From an optimization exercise on the open Yosys and OpenROAD flow, aimed at a short achievable clock period and few clock cycles; shortcuts taken in it are not production practice. Only simulation tests tie the RTL to the original design; equivalence was not proved. No activity file was given, so power comes from the tool's default toggle rates.

===== design/flow/design.v =====
`timescale 1ns / 1ps
`timescale 1ns / 1ps
module if_stage(
  input wire clk,
  input wire rst,
  input wire[2 : 0] jump,
  input wire zero,
  input wire [63 : 0]imm,
  input wire [63 : 0] r_data1,
  output wire [63 : 0]pc_o
);
reg [63 : 0]pc;
always@( posedge clk ) begin
  if( rst == 1'b1 )
    pc <= 64'h00000000_80000000;
  else if(jump == 3'b001 || ((jump == 3'b010 || jump == 3'b101) && zero) || ((jump == 3'b011) && ~zero))
    pc <= pc + imm;  
  else if(jump == 3'b100)
    pc <= (r_data1 + imm) & ~64'd1;
  else
    pc <= pc + 4;
end
assign pc_o = pc;
endmodule
`timescale 1ns / 1ps
module id_stage(
  input wire rst,
  input wire [31 : 0]inst,
  input wire [63 : 0]rs1_data,
  input wire [63 : 0]rs2_data,
  input wire [63 : 0]  inst_addr,
  input wire [63 : 0]exe_data,
  output wire rs1_r_ena,
  output wire [4 : 0]rs1_r_addr,
  output wire rs2_r_ena,
  output wire [4 : 0]rs2_r_addr,
  output wire rd_w_ena,
  output wire [4 : 0]rd_w_addr,
  output wire [4 : 0]inst_type,
  output reg [7 : 0]inst_opcode,
  output reg [63 : 0]op1,
  output reg [63 : 0]op2,
  output reg [63 : 0]imm,
  output reg [1  : 0]mpc, 
  output reg [2  : 0]jump_o,         
  output reg [3:0] alumem_reg, 
  output reg mem_wen,        
  output reg[63 : 0] mem_wdata,
  output reg[63 : 0] wmask
);
wire [6  : 0]opcode;
wire [4  : 0]rd;
wire [2  : 0]func3;
wire [4  : 0]rs1;
wire [11 : 0]immi;
wire [6  : 0]func7;
wire [4  : 0]rs2;
reg [2  : 0]rs2_im; 
reg [1  : 0]rs1_pc; 
reg [2  : 0]exop; 
assign opcode = inst[6  :  0];
assign rd     = inst[11 :  7];
assign func3  = inst[14 : 12];
assign func7  = inst[31 : 25];
assign rs1    = inst[19 : 15];
assign rs2    = inst[24 : 20];
assign immi   = inst[31 : 20];
assign inst_type[3] = (~opcode[6] & opcode[5] & ~opcode[4] & ~opcode[3] & ~opcode[2] & opcode[1] & opcode[0]) || (opcode[6] & opcode[5] & ~opcode[4] & ~opcode[3] & ~opcode[2] & opcode[1] & opcode[0]);
assign inst_type[4] = ( rst == 1'b1 ) ? 0 : 1;
assign rs1_r_ena  = ( rst == 1'b1 ) ? 0 : inst_type[4];
assign rs1_r_addr = ( rst == 1'b1 ) ? 0 : ( inst_type[4] == 1'b1 ? rs1 : 0 );
assign rs2_r_ena  = ( rst == 1'b1 ) ? 0 : inst_type[4];
assign rs2_r_addr = ( rst == 1'b1 ) ? 0 : ( inst_type[4] == 1'b1 ? rs2 : 0 );
assign rd_w_ena   = ( rst == 1'b1 ) ? 0 : ~inst_type[3];
assign rd_w_addr  = ( rst == 1'b1 ) ? 0 : ( inst_type[4] == 1'b1 ? rd  : 0 );
always@(*) begin
  rs1_pc = 2'b00;
  mpc = 2'b00;
  mem_wen = 0;
  alumem_reg = 4'b0000;
  jump_o = 3'b000;
  inst_opcode = 8'hFF;
  rs2_im = 3'b000;
  imm = 64'd0;
  wmask = 64'd0;
  mem_wdata = 64'd0;
  case(opcode)
    7'b0010011:begin		 
      rs2_im = 3'b000; 
      case(func3)
        3'b000: begin inst_opcode = 8'h00; end    
        3'b111: begin inst_opcode = 8'h01; end    
        3'b110: begin inst_opcode = 8'h02; end    
        3'b001: begin inst_opcode = 8'h06; end    
        3'b010: begin inst_opcode = 8'h07; end    
        3'b011: begin inst_opcode = 8'h08; end    
        3'b100: begin inst_opcode = 8'h04; end    
        3'b101: begin
          imm = { {58{1'b0}}, inst[25 : 20] };
          inst_opcode = inst[30] ? 8'h09 : 8'h05;
          case(inst[30])
            1: begin rs2_im = 3'b100; end    
            0: begin rs2_im = 3'b100; end    
            default   : begin inst_opcode = 8'hFF; end
          endcase				
        end
        default: begin inst_opcode = 8'hFF; end
      endcase
    end
    7'b0011011:begin		 
      rs2_im = 3'b000; 
      case(func3)
        3'b000: begin   
          inst_opcode = 8'h00; 
          alumem_reg = 4'b0010;
        end    
        3'b101: begin        
          case(func7)
            7'b0100000: begin  
              rs1_pc = 2'b10;
              rs2_im = 3'b100;
              alumem_reg = 4'b0010;
              imm = { {58{inst[25]}}, inst[25 : 20] };
              inst_opcode = 8'h09; 
            end   
            7'b0000000: begin  
              rs1_pc = 2'b11;
              rs2_im = 3'b100;
              alumem_reg = 4'b0010;
              imm = { {58{inst[25]}}, inst[25 : 20] };
              inst_opcode = 8'h05; 
            end   
            default   : begin inst_opcode = 8'hFF; end
          endcase				
        end
        3'b001: begin   
          inst_opcode = 8'h06;
          alumem_reg = 4'b0010;
        end      		  
        default: begin inst_opcode = 8'hFF; end
      endcase
    end
	 7'b0000011:begin    
	   rs1_pc = 2'b00;
	   rs2_im = 3'b100;
	   inst_opcode = 8'h00;
	   imm = {{52{inst[31]}} , inst[31:20]};	   
	   case(func3)
		  3'b000: begin alumem_reg = 4'b0100; end    
		  3'b100: begin alumem_reg = 4'b0101; end    
		  3'b011: begin alumem_reg = 4'b0011; end    
		  3'b001: begin alumem_reg = 4'b0110; end    
		  3'b101: begin alumem_reg = 4'b0111; end    
		  3'b010: begin alumem_reg = 4'b0001; end    
		  3'b110: begin alumem_reg = 4'b1000; end    
		  default: begin inst_opcode = 8'hFF; end
		endcase
	 end
	 7'b0110011:begin    
	   rs2_im = 3'b001;
	   case(func7)
		  7'b0000000:begin
		    case(func3)
		      3'b000: begin inst_opcode = 8'h00; end    
		      3'b111: begin inst_opcode = 8'h01; end    
		      3'b110: begin inst_opcode = 8'h02; end    
		      3'b100: begin inst_opcode = 8'h04; end    
		      3'b101: begin inst_opcode = 8'h05; end    
		      3'b001: begin inst_opcode = 8'h06; end    
		      3'b010: begin inst_opcode = 8'h07; end    
		      3'b011: begin inst_opcode = 8'h08; end    
		      default: begin inst_opcode = 8'hFF; end
		    endcase
		  end		
		  7'b0100000:begin
		    case(func3)
			   3'b000: begin inst_opcode = 8'h03; end    
				3'b101: begin inst_opcode = 8'h09; end    
				default   : begin inst_opcode = 8'hFF; end
		    endcase
		  end	 
		  default   : begin inst_opcode = 8'hFF; end
	   endcase
	 end
	 7'b0111011:begin    
	   rs1_pc = 2'b00;
	   rs2_im = 3'b001;
	   case(func7)
		  7'b0000000:begin
		    case(func3)
		      3'b000: begin  
		        inst_opcode = 8'h00;
		        alumem_reg = 4'b0010;		        
		      end
		      3'b001: begin  
		        inst_opcode = 8'h06;
		        alumem_reg = 4'b0010;		        
		      end
		      3'b101: begin  
		        rs1_pc = 2'b11;
		        inst_opcode = 8'h09;
		        alumem_reg = 4'b0010;		        
		      end
		      default   : begin inst_opcode = 8'hFF; end 		      
		    endcase
		  end
		  7'b0100000:begin
		    case(func3)
		      3'b000: begin  
		        inst_opcode = 8'h03;
		        alumem_reg = 4'b0010;		        
		      end
		      3'b101: begin  
		        rs1_pc = 2'b10;
		        inst_opcode = 8'h09;
		        alumem_reg = 4'b0010;		        
		      end
		      default   : begin inst_opcode = 8'hFF; end		      
		    endcase
		  end
		  default   : begin inst_opcode = 8'hFF; end 		  
	   endcase
	 end
	 7'b1100011:begin    
	   rs1_pc = 2'b00;
	   rs2_im = 3'b001;
	   imm = {{52{inst[31]}}, inst[7], inst[30:25], inst[11:8], 1'b0};	   
	   case(func3)
	     3'b000: begin  
	       inst_opcode = 8'h03;
	       jump_o = 3'b011;
	     end   
	     3'b101: begin  
	       inst_opcode = 8'h0a;
	       jump_o = 3'b101;
	     end   
	     3'b111: begin  
	       inst_opcode = 8'h0c;
	       jump_o = 3'b101;
	     end   
	     3'b100: begin 
	       inst_opcode = 8'h07;
	       jump_o = 3'b101;
	     end    
	     3'b110: begin   
	       inst_opcode = 8'h08; 
	       jump_o = 3'b101;
	     end  
	     3'b001: begin  
	       inst_opcode = 8'h03;
	       jump_o = 3'b010;
	     end   
	     default   : begin inst_opcode = 8'hFF; end
	   endcase
	 end
	 7'b0100011:begin    
	   mem_wen = 1;
	   rs1_pc = 2'b00;
	   rs2_im = 3'b100;
	   inst_opcode = 8'h00;
	   imm = {{52{inst[31]}}, inst[31:25], inst[11:7]};	   
	   case(func3)    
		  3'b000: begin            
		    case(exe_data[2 : 0])
		      3'b000:begin
		        wmask = 64'h00000000_000000ff;
		        mem_wdata = rs2_data;
		      end
		      3'b001:begin
		        wmask = 64'h00000000_0000ff00;
		        mem_wdata = {48'h00000000_0000, rs2_data[7 : 0], 8'h00};
		      end
		      3'b010:begin
		        wmask = 64'h00000000_00ff0000;
		        mem_wdata = {40'h00000000_00, rs2_data[7 : 0], 16'h0000};
		      end
		      3'b011:begin
		        wmask = 64'h00000000_ff000000;
		        mem_wdata = {32'h00000000, rs2_data[7 : 0], 24'h000000};
		      end
		      3'b100:begin
		        wmask = 64'h000000ff_00000000;
		        mem_wdata = {24'h000000, rs2_data[7 : 0], 32'h00000000};
		      end
		      3'b101:begin
		        wmask = 64'h0000ff00_00000000;
		        mem_wdata = {16'h0000, rs2_data[7 : 0], 40'h00_00000000};
		      end
		      3'b110:begin
		        wmask = 64'h00ff0000_00000000;
		        mem_wdata = {8'h00, rs2_data[7 : 0], 48'h0000_00000000};
		      end
		      3'b111:begin
		        wmask = 64'hff000000_00000000;
		        mem_wdata = {rs2_data[7 : 0], 56'h000000_00000000};
		      end
		    endcase	
		  end   
		  3'b011: begin  
		    wmask = 64'hffffffff_ffffffff;	
		    mem_wdata = rs2_data;	    
		  end   
		  3'b001: begin   
		    case(exe_data[2 : 1])
		      2'b00:begin
		        wmask = 64'h00000000_0000ffff;
		        mem_wdata = rs2_data;
		      end
		      2'b01:begin
		        wmask = 64'h00000000_ffff0000;
		        mem_wdata = {32'h00000000, rs2_data[15 : 0], 16'h0000};
		      end
		      2'b10:begin
		        wmask = 64'h0000ffff_00000000;
		        mem_wdata = {16'h0000, rs2_data[15 : 0], 32'h00000000};
		      end
		      2'b11:begin
		        wmask = 64'hffff0000_00000000;
		        mem_wdata = {rs2_data[15 : 0], 48'h0000_00000000};
		      end
		    endcase
		  end  
		  3'b010: begin   
		    case(exe_data[2])
		      0:begin
		        wmask = 64'h00000000_ffffffff;
		        mem_wdata = rs2_data;
		      end
		      1:begin
		        wmask = 64'hffffffff_00000000;
		        mem_wdata = {rs2_data, 32'h00000000};
		      end
		    endcase		    
		  end  
		  default: begin inst_opcode = 8'hFF; end
		endcase
	 end
	 7'b0010111:begin    
	   rs1_pc = 2'b01;
	   rs2_im = 3'b010;
	   inst_opcode = 8'h00;
	 end
	 7'b0110111:begin    
	   imm = {{32{inst[31]}}, inst[31:12], 12'b0};
	   rs2_im = 3'b100;
	   inst_opcode = 8'h0b;
	 end
	 7'b1101111:begin    
	   jump_o = 3'b001;
	   rs1_pc = 2'b01;
	   rs2_im = 3'b011;
	   imm = {{44{inst[31]}}, inst[19:12], inst[20], inst[30:21], 1'b0};
	   inst_opcode = 8'h00;
	 end
	 7'b1100111:begin    
	   case(func3)
	     3'b000:begin 
	       jump_o = 3'b100;
	       rs1_pc = 2'b01;
	       rs2_im = 3'b011;
	       imm = {{52{inst[31]}} , inst[31:20]};
	       inst_opcode = 8'h00;
	     end
	     default   : begin inst_opcode = 8'hFF; end
	   endcase
	 end
	 default   : begin inst_opcode = 8'hFF; end
  endcase
end
always@(*) begin
  if(rst == 1'b1) begin
    op2 = 0;
    op1 = 0; 
  end
  else begin
    case(rs2_im)
      3'b000:       begin op2 = { {52{immi[11]}}, immi }; end   	
      3'b001:       begin op2 = rs2_data;               end
      3'b010:       begin op2 = {{32{inst[31]}}, inst[31:12], 12'b0}; end
      3'b011:       begin op2 = 4; end
      3'b100:       begin op2 = imm; end
      default: begin op2 = 64'h00000000_00000000;             end	 	
    endcase
    case(rs1_pc)
      2'b00:       begin op1 = rs1_data;               end   	
      2'b01:       begin op1 = inst_addr;              end
      2'b10:       begin op1 = {{32{rs1_data[31]}}, rs1_data[31 : 0] };               end
      2'b11:       begin op1 = {{32{1'b0}}, rs1_data[31 : 0] };               end 
      default: begin op1 = 64'h00000000_00000000;             end
	 endcase	
  end
end
endmodule
`timescale 1ns / 1ps
module exe_stage(
  input wire rst,
  input wire [4 : 0]inst_type_i,
  input wire [7 : 0]inst_opcode,
  input wire [63 : 0]op1,
  input wire [63 : 0]op2,
  input wire [3:0] alumem_reg,
  input wire [63 : 0]memr_data,
  input wire [31 : 0]inst,
  output wire [4 : 0]inst_type_o,
  output reg  [63 : 0]exe_data,
  output reg  [63 : 0]rd_data,
  output reg  zero
);
wire [63 : 0] memr_data2;
wire [5 : 0] shamt;
reg sign;
assign inst_type_o = inst_type_i;
assign shamt = (alumem_reg == 4'b0010) ? {1'b0, op2[4 : 0]} : op2[5 : 0];
always@(*)begin
  if( rst == 1'b1 ) begin
    exe_data = 64'h00000000_00000000;
  end
  else begin
    case(inst_opcode)
      8'h00:  begin exe_data = op1 + op2;   end
      8'h01:  begin exe_data = op1 & op2;   end
      8'h02 :  begin exe_data = op1 | op2;   end
      8'h03:  begin exe_data = op1 - op2;   end
      8'h04:  begin exe_data = op1 ^ op2;   end
      8'h05:  begin exe_data = op1 >> shamt;  end
      8'h06:  begin exe_data = op1 << shamt;  end
      8'h08: begin exe_data = (op1 < op2); end
      8'h09    :  begin exe_data = $signed(op1) >>> shamt;  end
      8'h0b    :  begin exe_data = op2;  end
      8'h0c    :  begin exe_data = (op1 >= op2);  end
      default:    begin exe_data = 64'h00000000_00000000;  end
    endcase
  end
  if (inst_opcode == 8'h0a)  begin 
    if(op1[63] == 0 && op2[63] == 1)
      exe_data = 1;
    else if(op1[63] == 1 && op2[63] == 0)
      exe_data = 0;
    else
      exe_data = (op1 >= op2);
  end
  if (inst_opcode == 8'h07)  begin 
    if(op1[63] == 0 && op2[63] == 1)
      exe_data = 0;
    else if(op1[63] == 1 && op2[63] == 0)
      exe_data = 1;
    else
      exe_data = (op1 < op2);
  end
  if(exe_data == 0)
    zero = 0; 
  else zero = 1;
end
assign memr_data2 = exe_data[2] ? memr_data[63 : 32] : memr_data[31 : 0];
always@(*) begin
    case(alumem_reg)
	   4'b0000:  begin rd_data = exe_data;  end
	   4'b0001:  begin rd_data = {{32{memr_data2[31]}}, memr_data2[31 : 0]}; end  	
	   4'b0010:  begin rd_data = {{32{exe_data[31]}}, exe_data[31 : 0]};  end
	   4'b0011:  begin rd_data = memr_data;  end
	   4'b0100:  begin
	     case(exe_data[2 : 0])
	       3'b000: begin rd_data = {{56{memr_data[7]}}, memr_data[7 : 0]}; end
	       3'b001: begin rd_data = {{56{memr_data[15]}}, memr_data[15 : 8]}; end
	       3'b010: begin rd_data = {{56{memr_data[23]}}, memr_data[23 : 16]}; end
	       3'b011: begin rd_data = {{56{memr_data[31]}}, memr_data[31 : 24]}; end
	       3'b100: begin rd_data = {{56{memr_data[39]}}, memr_data[39 : 32]}; end
	       3'b101: begin rd_data = {{56{memr_data[47]}}, memr_data[47 : 40]}; end
	       3'b110: begin rd_data = {{56{memr_data[55]}}, memr_data[55 : 48]}; end
	       3'b111: begin rd_data = {{56{memr_data[63]}}, memr_data[63 : 56]}; end
	     endcase
	   end
	   4'b0101:  begin
	     case(exe_data[2 : 0])
	       3'b000: begin rd_data = {{56{1'b0}}, memr_data[7 : 0]}; end
	       3'b001: begin rd_data = {{56{1'b0}}, memr_data[15 : 8]}; end
	       3'b010: begin rd_data = {{56{1'b0}}, memr_data[23 : 16]}; end
	       3'b011: begin rd_data = {{56{1'b0}}, memr_data[31 : 24]}; end
	       3'b100: begin rd_data = {{56{1'b0}}, memr_data[39 : 32]}; end
	       3'b101: begin rd_data = {{56{1'b0}}, memr_data[47 : 40]}; end
	       3'b110: begin rd_data = {{56{1'b0}}, memr_data[55 : 48]}; end
	       3'b111: begin rd_data = {{56{1'b0}}, memr_data[63 : 56]}; end
	     endcase
	   end
	   4'b0110:  begin
	     case(exe_data[2 : 1])
	       2'b00: begin rd_data = {{48{memr_data[15]}}, memr_data[15 : 0]}; end
	       2'b01: begin rd_data = {{48{memr_data[31]}}, memr_data[31 : 16]}; end
	       2'b10: begin rd_data = {{48{memr_data[47]}}, memr_data[47 : 32]}; end
	       2'b11: begin rd_data = {{48{memr_data[63]}}, memr_data[63 : 48]}; end
	     endcase
	   end
	   4'b0111:  begin
	     case(exe_data[2 : 1])
	       2'b00: begin rd_data = {{48{1'b0}}, memr_data[15 : 0]}; end
	       2'b01: begin rd_data = {{48{1'b0}}, memr_data[31 : 16]}; end
	       2'b10: begin rd_data = {{48{1'b0}}, memr_data[47 : 32]}; end
	       2'b11: begin rd_data = {{48{1'b0}}, memr_data[63 : 48]}; end
	     endcase
	   end
	   4'b1000:  begin rd_data = {{32{1'b0}}, memr_data2[31 : 0]}; end
	   default: begin rd_data = exe_data;  end	 	
    endcase
end
endmodule
`timescale 1ns / 1ps
module regfile(
    input  wire clk,
	input  wire rst,
	input  wire  [4  : 0] w_addr,
	input  wire  [63 : 0] w_data,
	input  wire 		  w_ena,
	input  wire  [4  : 0] r_addr1,
	output reg   [63 : 0] r_data1,
	input  wire 		  r_ena1,
	input  wire  [4  : 0] r_addr2,
	output reg   [63 : 0] r_data2,
	input  wire 		  r_ena2
    );
	reg [63 : 0] 	regs[0 : 31];
	always @(posedge clk) 
	begin
		if ( rst == 1'b1 ) 
		begin
			regs[ 0] <= 64'h00000000_00000000;
			regs[ 1] <= 64'h00000000_00000000;
			regs[ 2] <= 64'h00000000_00000000;
			regs[ 3] <= 64'h00000000_00000000;
			regs[ 4] <= 64'h00000000_00000000;
			regs[ 5] <= 64'h00000000_00000000;
			regs[ 6] <= 64'h00000000_00000000;
			regs[ 7] <= 64'h00000000_00000000;
			regs[ 8] <= 64'h00000000_00000000;
			regs[ 9] <= 64'h00000000_00000000;
			regs[10] <= 64'h00000000_00000000;
			regs[11] <= 64'h00000000_00000000;
			regs[12] <= 64'h00000000_00000000;
			regs[13] <= 64'h00000000_00000000;
			regs[14] <= 64'h00000000_00000000;
			regs[15] <= 64'h00000000_00000000;
			regs[16] <= 64'h00000000_00000000;
			regs[17] <= 64'h00000000_00000000;
			regs[18] <= 64'h00000000_00000000;
			regs[19] <= 64'h00000000_00000000;
			regs[20] <= 64'h00000000_00000000;
			regs[21] <= 64'h00000000_00000000;
			regs[22] <= 64'h00000000_00000000;
			regs[23] <= 64'h00000000_00000000;
			regs[24] <= 64'h00000000_00000000;
			regs[25] <= 64'h00000000_00000000;
			regs[26] <= 64'h00000000_00000000;
			regs[27] <= 64'h00000000_00000000;
			regs[28] <= 64'h00000000_00000000;
			regs[29] <= 64'h00000000_00000000;
			regs[30] <= 64'h00000000_00000000;
			regs[31] <= 64'h00000000_00000000;
		end
		else 
		begin
			if ((w_ena == 1'b1) && (w_addr != 5'h00))	
				regs[w_addr] <= w_data;
		end
	end
	always @(*) begin
		if (rst == 1'b1)
			r_data1 = 64'h00000000_00000000;
		else if (r_ena1 == 1'b1)
			r_data1 = regs[r_addr1];
		else
			r_data1 = 64'h00000000_00000000;
	end
	always @(*) begin
		if (rst == 1'b1)
			r_data2 = 64'h00000000_00000000;
		else if (r_ena2 == 1'b1)
			r_data2 = regs[r_addr2];
		else
			r_data2 = 64'h00000000_00000000;
	end
endmodule
`timescale 1ns / 1ps
module SimTop(
    input         clock,
    input         reset,
    output [63:0] imem_addr,
    input  [63:0] imem_rdata,
    output [63:0] dmem_addr,
    input  [63:0] dmem_rdata,
    output        dmem_wen,
    output [63:0] dmem_wdata,
    output [63:0] dmem_wmask,
    output        commit_valid,
    output [63:0] commit_pc,
    output [31:0] commit_inst,
    output        commit_wen,
    output [4:0]  commit_wdest,
    output [63:0] commit_wdata
);
wire [63 : 0] pc;
wire [31 : 0] inst;
wire inst_ena;
wire rs1_r_ena;
wire [4 : 0]rs1_r_addr;
wire rs2_r_ena;
wire [4 : 0]rs2_r_addr;
wire rd_w_ena;
wire [4 : 0]rd_w_addr;
wire [4 : 0]inst_type;
wire [7 : 0]inst_opcode;
wire [63 : 0]op1;
wire [63 : 0]op2;
wire [3:0] alumem_reg;
wire [1  : 0]mpc;
wire [63 : 0]imm;
wire [2  : 0]jump;
wire wen;
wire[63 : 0] wdata;
wire[63 : 0] wmask;
wire [63 : 0] r_data1;
wire [63 : 0] r_data2;
wire [4 : 0]inst_type_o;
wire [63 : 0]memr_data;
wire [63 : 0]exe_data;
wire zero;
wire [63 : 0]rd_data;
wire [63:0] rdata;
assign imem_addr = pc;
assign rdata     = imem_rdata;
assign inst = pc[2] ? rdata[63 : 32] : rdata[31 : 0];
assign dmem_addr  = exe_data;
assign dmem_wen   = wen & ~reset;
assign dmem_wdata = wdata;
assign dmem_wmask = wmask;
assign memr_data  = dmem_rdata;
if_stage If_stage(
  .clk(clock),
  .rst(reset),
  .imm(imm),
  .jump(jump),
  .pc_o(pc),
  .zero(zero),
  .r_data1         (r_data1)
);
id_stage Id_stage(
  .rst              (reset),
  .inst             (inst),
  .rs1_data         (r_data1),
  .rs2_data         (r_data2),
  .inst_addr        (pc),
  .exe_data(exe_data),
  .rs1_r_ena        (rs1_r_ena),
  .rs1_r_addr       (rs1_r_addr),
  .rs2_r_ena        (rs2_r_ena),
  .rs2_r_addr       (rs2_r_addr),
  .rd_w_ena         (rd_w_ena),
  .rd_w_addr        (rd_w_addr),
  .inst_type        (inst_type),
  .inst_opcode      (inst_opcode),
  .op1              (op1),
  .op2              (op2),
  .mpc              (mpc),
  .imm              (imm),
  .jump_o           (jump),
  .alumem_reg(alumem_reg),
  .mem_wen(wen),        
  .mem_wdata(wdata),
  .wmask            (wmask)
);
exe_stage Exe_stage(
  .rst              (reset),
  .inst_type_i      (inst_type),
  .inst_opcode      (inst_opcode),
  .op1              (op1),
  .op2              (op2),
  .inst             (inst),
  .alumem_reg(alumem_reg),
  .memr_data(memr_data),
  .exe_data(exe_data),
  .inst_type_o      (inst_type_o),
  .rd_data          (rd_data),
  .zero(zero)
);
regfile Regfile(
  .clk              (clock),
  .rst              (reset),
  .w_addr           (rd_w_addr),
  .w_data           (rd_data),
  .w_ena            (rd_w_ena),
  .r_addr1          (rs1_r_addr),
  .r_data1          (r_data1),
  .r_ena1           (rs1_r_ena),
  .r_addr2          (rs2_r_addr),
  .r_data2          (r_data2),
  .r_ena2           (rs2_r_ena)
);
reg cmt_wen;
reg [4:0]cmt_wdest;
reg [63 : 0] cmt_wdata;
reg [63 : 0] cmt_pc;
reg [31:0]cmt_inst;
reg vaild;
always @(posedge clock) begin
  if (reset) begin
    {cmt_wen, cmt_wdest, cmt_wdata, cmt_pc, cmt_inst, vaild} <= 0;
  end
  else begin
    cmt_wen <= rd_w_ena;
    cmt_wdest <= rd_w_addr;
    cmt_wdata <= rd_data;
    cmt_pc <= pc;
    cmt_inst <= inst;
    vaild <= 1'd1;
  end
end
assign commit_valid = vaild;
assign commit_pc    = cmt_pc;
assign commit_inst  = cmt_inst;
assign commit_wen   = cmt_wen;
assign commit_wdest = cmt_wdest;
assign commit_wdata = cmt_wdata;
endmodule

===== design/flow/run.sh =====
#!/bin/bash
# synth_recipe.tcl (not shown) runs the flow's synth.tcl, then flattens the netlist and writes it again
# the make line also repeats each setting of config.mk as NAME=value (left out here)
make -C /OpenROAD-flow-scripts/flow DESIGN_CONFIG=/design/flow/config.mk WORK_HOME=/design/flow/orfs CLKGATE_MAP_FILE= SYNTH_SCRIPT=/design/flow/synth_recipe.tcl finish

===== design/flow/config.mk =====
export PLATFORM = sky130hd
export DESIGN_NAME = SimTop
export DESIGN_NICKNAME = SimTop
export VERILOG_FILES = /design/flow/design.v
export SDC_FILE = /design/flow/constraint.sdc
export NUM_CORES = 8
export LEC_CHECK = 0
export CAP_MARGIN = 20
export CORE_MARGIN = 2
export CORE_UTILIZATION = 35
export SETUP_SLACK_MARGIN = 5
export SLEW_MARGIN = 20
export TNS_END_PERCENT = 0

===== design/flow/constraint.sdc =====
create_clock -name core_clock -period 15.5 [get_ports {clock}]
set_input_delay 3.1000 -clock core_clock [delete_from_list [all_inputs] [get_ports {clock}]]
set_output_delay 3.1000 -clock core_clock [all_outputs]
set_load 0.01 [all_outputs]

==> run summary <==
where the power goes:
part | leakage (nW) | switching, W | total, W | internal [W]
Combinational | 40.6 | 0.00398 | 0.00553 | 0.00155
Sequential | 23.0 | 0.000133 | 0.00705 | 0.00691
Clock | 4.33 | 0.00296 | 0.00669 | 0.00373
cells in the mapped netlist (134+ instances only):
| library cell | number |
|---|---|
| nor2b_1 | 143 |
| nor3_1 | 497 |
| a221oi_1 | 476 |
| edfxtp_1 | 2048 |
| o21ai_0 | 787 |
| nand3_1 | 935 |
| o22ai_1 | 264 |
| dfxtp_1 | 231 |
| a31oi_1 | 193 |
| clkbuf_1 | 1212 |
| xnor2_1 | 134 |
| a311oi_1 | 154 |
| nand2_1 | 1867 |
| inv_1 | 249 |
| buf_1 | 198 |
| buf_2 | 189 |
| a211oi_1 | 488 |
| a21o_1 | 141 |
| mux2i_1 | 600 |
| a21oi_1 | 942 |
| ha_1 | 325 |
| nor2_1 | 2902 |
layout make-up:
| type | count | area (um2) |
|---|---|---|
| fill | 42500 | 246000 |
| multi-input combinational | 13100 | 82500 |
| sequential | 2279 | 66100 |
| timing repair buffer | 2350 | 22500 |
| clock buffer | 340 | 7410 |
| tap | 5734 | 7170 |
| clock inverter | 144 | 1450 |
| inverter | 263 | 1130 |
| antenna | 139 | 348 |
| timing repair inverter | 8 | 98.8 |
state kept, by name (all words and copies together), names as in the netlist:
signal / cells
Regfile.regs: 2048
If_stage.pc: 64
cmt_pc: 64
cmt_wdata: 64
cmt_inst: 32
cmt_wdest: 5
cmt_wen: 1
vaild: 1
how the worst max path moves through the flow:
stage               slack, ps      startpoint              to  cells after the start
global placement         -470  imem_rdata[15]  dmem_wmask[50]                     28
CTS                      1210  imem_rdata[54]   dmem_wdata[9]                     40
floorplan                2300  imem_rdata[28]   dmem_addr[62]                     36
global route              780  imem_rdata[54]   dmem_wdata[3]                     42
finish                    730  imem_rdata[47]  dmem_wdata[38]                     35
detailed placement       -440  imem_rdata[23]   dmem_addr[62]                     35
cells by family (layout without fill, tap and decap cells):
kind of cell	after synthesis	after routing	share of synthesized area
and+or+nand+nor	7032	7033	0.200
AOI/OAI and AO/OA	4627	4627	0.210
DFF	2279	2279	0.433
buffers and inverters	1998	3105	0.0553
muxes	832	833	0.0630
adders and majority gates	329	329	0.0271
xor gates and xnor gates	209	209	0.0120
other	1	203	0.0000245
worst register-to-register path, delay by kind of cell (launching register included):
kind / cells / cell delay (ps)
flip-flops: 1 / 850
multiplexers: 3 / 1280
buffers and inverters: 14 / 3840
AND/OR/NAND/NOR: 13 / 3970
AO/OA/AOI/OAI: 6 / 2800
through the flow:
step / worst slack [ps] / hold slack (ps) / instance area, um2 / std cells
finish: 726 / 489 / 189000 / 24400
detailed placement: -436 / 483 / 175000 / 23500
global placement: -472 / 474 / 174000 / 23500
global route: 776 / 510 / 188000 / 24200
CTS: 1210 / 493 / 188000 / 24200
floorplan: 2300 / 536 / 154000 / 17400
routing by layer:
metal  global-route usage  vias to the layer above
met5               0.0122                        -
met1                0.570                    84200
met2                0.660                    16900
li1                     -                    66400
met3                0.226                     4827
met4                0.403                       86
layout by cell type, fill, tap and decap left out, drive strengths merged, types with 494 or more instances in the layout:
master,Yosys,routed
a211oi,494,494
a21oi,947,947
buf,523,1768
clkdlybuf4s50,0,526
edfxtp,2048,2048
mux2i,603,603
nand2,1874,1875
nand3,935,935
nor2,2906,2906
nor3,499,499
o21ai,832,832
what timing repair did:
item                       4_1_cts  5_1_grt
gates cloned                    42        1
pin swaps                      103       33
setup endpoints to repair     2304     2304
buffers inserted               127       19
resized for setup              483       48
==> impl_metrics.py <==
metrics = {
    "placed_design": {
        "place_congestion": 1.09,
        "hpwl_mm": 776,
        "port_buffers": 553,
    },
    "synth": {
        "yosys-top-cells-area": "edfxtp_1 (40%), nor2_1 (7.1%), nand2_1 (4.6%)",
        "yosysTopAreaCell": "edfxtp_1",
        "synth_seq_cells": 2279,
        "ys_warn_count": 5,
        "synth_cell_types": 121,
        "synthArstFlopShare": 0,
        "synth_edf_count": 2048,
        "synth_top_area_frac": 0.402,
        "seq_area_frac_synth": 0.433,
        "syn-instance-count": 17300,
        "ys.flop_type": "edfxtp_1",
        "syn_area_per_cell_um2": 8.83,
        "synthesis.area_um2": 153000,
    },
    "detailed_routing": {
        "dr.max_layer_used": "met5",
        "wirelength_mm": 1120,
        "drt_first_pass_iters": 10,
        "drtAntennaViolNets": 0,
        "vias": 172000,
        "routed_via_density": 7.08,
        "dr_wl_met2_mm": 435,
        "met1_length_mm": 387,
        "route.met3.wl_mm": 178,
        "drtIter0Drc": 32600,
        "drc": 0,
        "wire_per_inst_um": 45.9,
    },
    "critical_path": {
        "cp.arrival_ps": 11670,
        "max_stage_delay_ps": 870,
        "crit_type": "input port to primary output",
        "worstPathRequired_ps": 12400,
        "startpoint_type": "input port",
        "crit_family": "buffers and inverters",
        "crit_path_frequent_cell": "buf_4",
        "crit_buf_inv": 17,
        "setup.worst_path.end_class": "primary output",
        "r2r_cells": 36,
        "crit_fanout": 12,
        "worstReg2RegStart": "If_stage.pc[2]",
        "reg2reg_to": "If_stage.pc[3]",
        "crit_slowest_cell": "or4_1",
        "r2r_slack_ps": 2670,
    },
    "sta": {
        "fmax_ghz": 0.0677,
        "finalSetupViolCount": 0,
        "slew_violations": 0,
        "rsz0062_at_grt": "yes",
        "slew_headroom": 0.0574,
        "finClkSkew_ps": 125,
        "tightest_slew_ps": 1400,
        "hold_viol_final": 0,
        "period_needed_ps": 14770,
        "period_share": 0.953,
        "fin_tns_setup_ps": 0,
    },
    "cts": {
        "cts_tree": "done",
        "cts_sinks": 2279,
        "clk_latency_ps": 1040,
        "cts_buffers": 277,
        "root_buffer": "clkbuf_16",
        "cts_max_level": 5,
        "ctsHoldBuffers": 0,
        "path_clk_slew_ps": 50,
        "clockBufferDepth": 4,
    },
    "die": {
        "dieArea_um2": 442000,
        "die_w_um": 665,
        "ios": 554,
        "rows": 242,
        "coreArea_um2": 435000,
        "die-height_um": 665,
        "initial_core_util": 0.352,
    },
    "pwr": {
        "power.density_nw_per_um2": 102,
        "peakVddDrop_v": 0.0000835,
        "report.power.total_w": 0.0193,
        "leakage_nw": 67.9,
    },
    "finish": {
        "final_nets": 18700,
        "final_util": 0.434,
        "drive_above_1_share": 0.170,
        "synthToLayoutAreaGrowth_pct": 23.4,
    },
    "status": {
        "status": "finished clean",
    },
    "hold_path": {
        "min_path_type": "flip-flop to flip-flop",
        "worstHoldStart": "If_stage.pc[39]",
        "holdPathStages": 1,
        "min_to": "cmt_pc[39]",
    },
    "grt": {
        "grt_max_degree": 161,
        "grt-ovfl-total": 0,
        "grt_pass1_wl_mm": 1450,
        "grt_pass1_vias": 156000,
        "grt_usage": 0.483,
        "antenna_found_initial": 145,
    },
    "job": {
        "drv_cap": 0,
    },
}
Testbench counts, summed over its fixed seeds: cycles 42,608.

-- separate check: timing with driven ports --
The results above use ideal ports. As a check the final layout listed here was re-extracted and re-timed, cells and wires unchanged.
Step 1, drivers: a clkbuf_16 drives clock and a buf_2 each remaining input, both assumed.
Step 2, shift: input delay + t, output delay - t, t = (earliest + latest rising clock arrival at the registers) / 2. This alone moves slack from input paths to output paths.
Three values: ideal ports, drivers, drivers and shift; two values: the first two.
t (ns): 1.101
setup WS [ns]: 0.726 / 0.693 / 0.676
hold slack, ns: 0.489 / 0.489 / 0.489
After both steps setup and hold are still met in this run. The setup slack of this run moves by -0.033 ns with the drivers and by -0.050 ns with both steps.
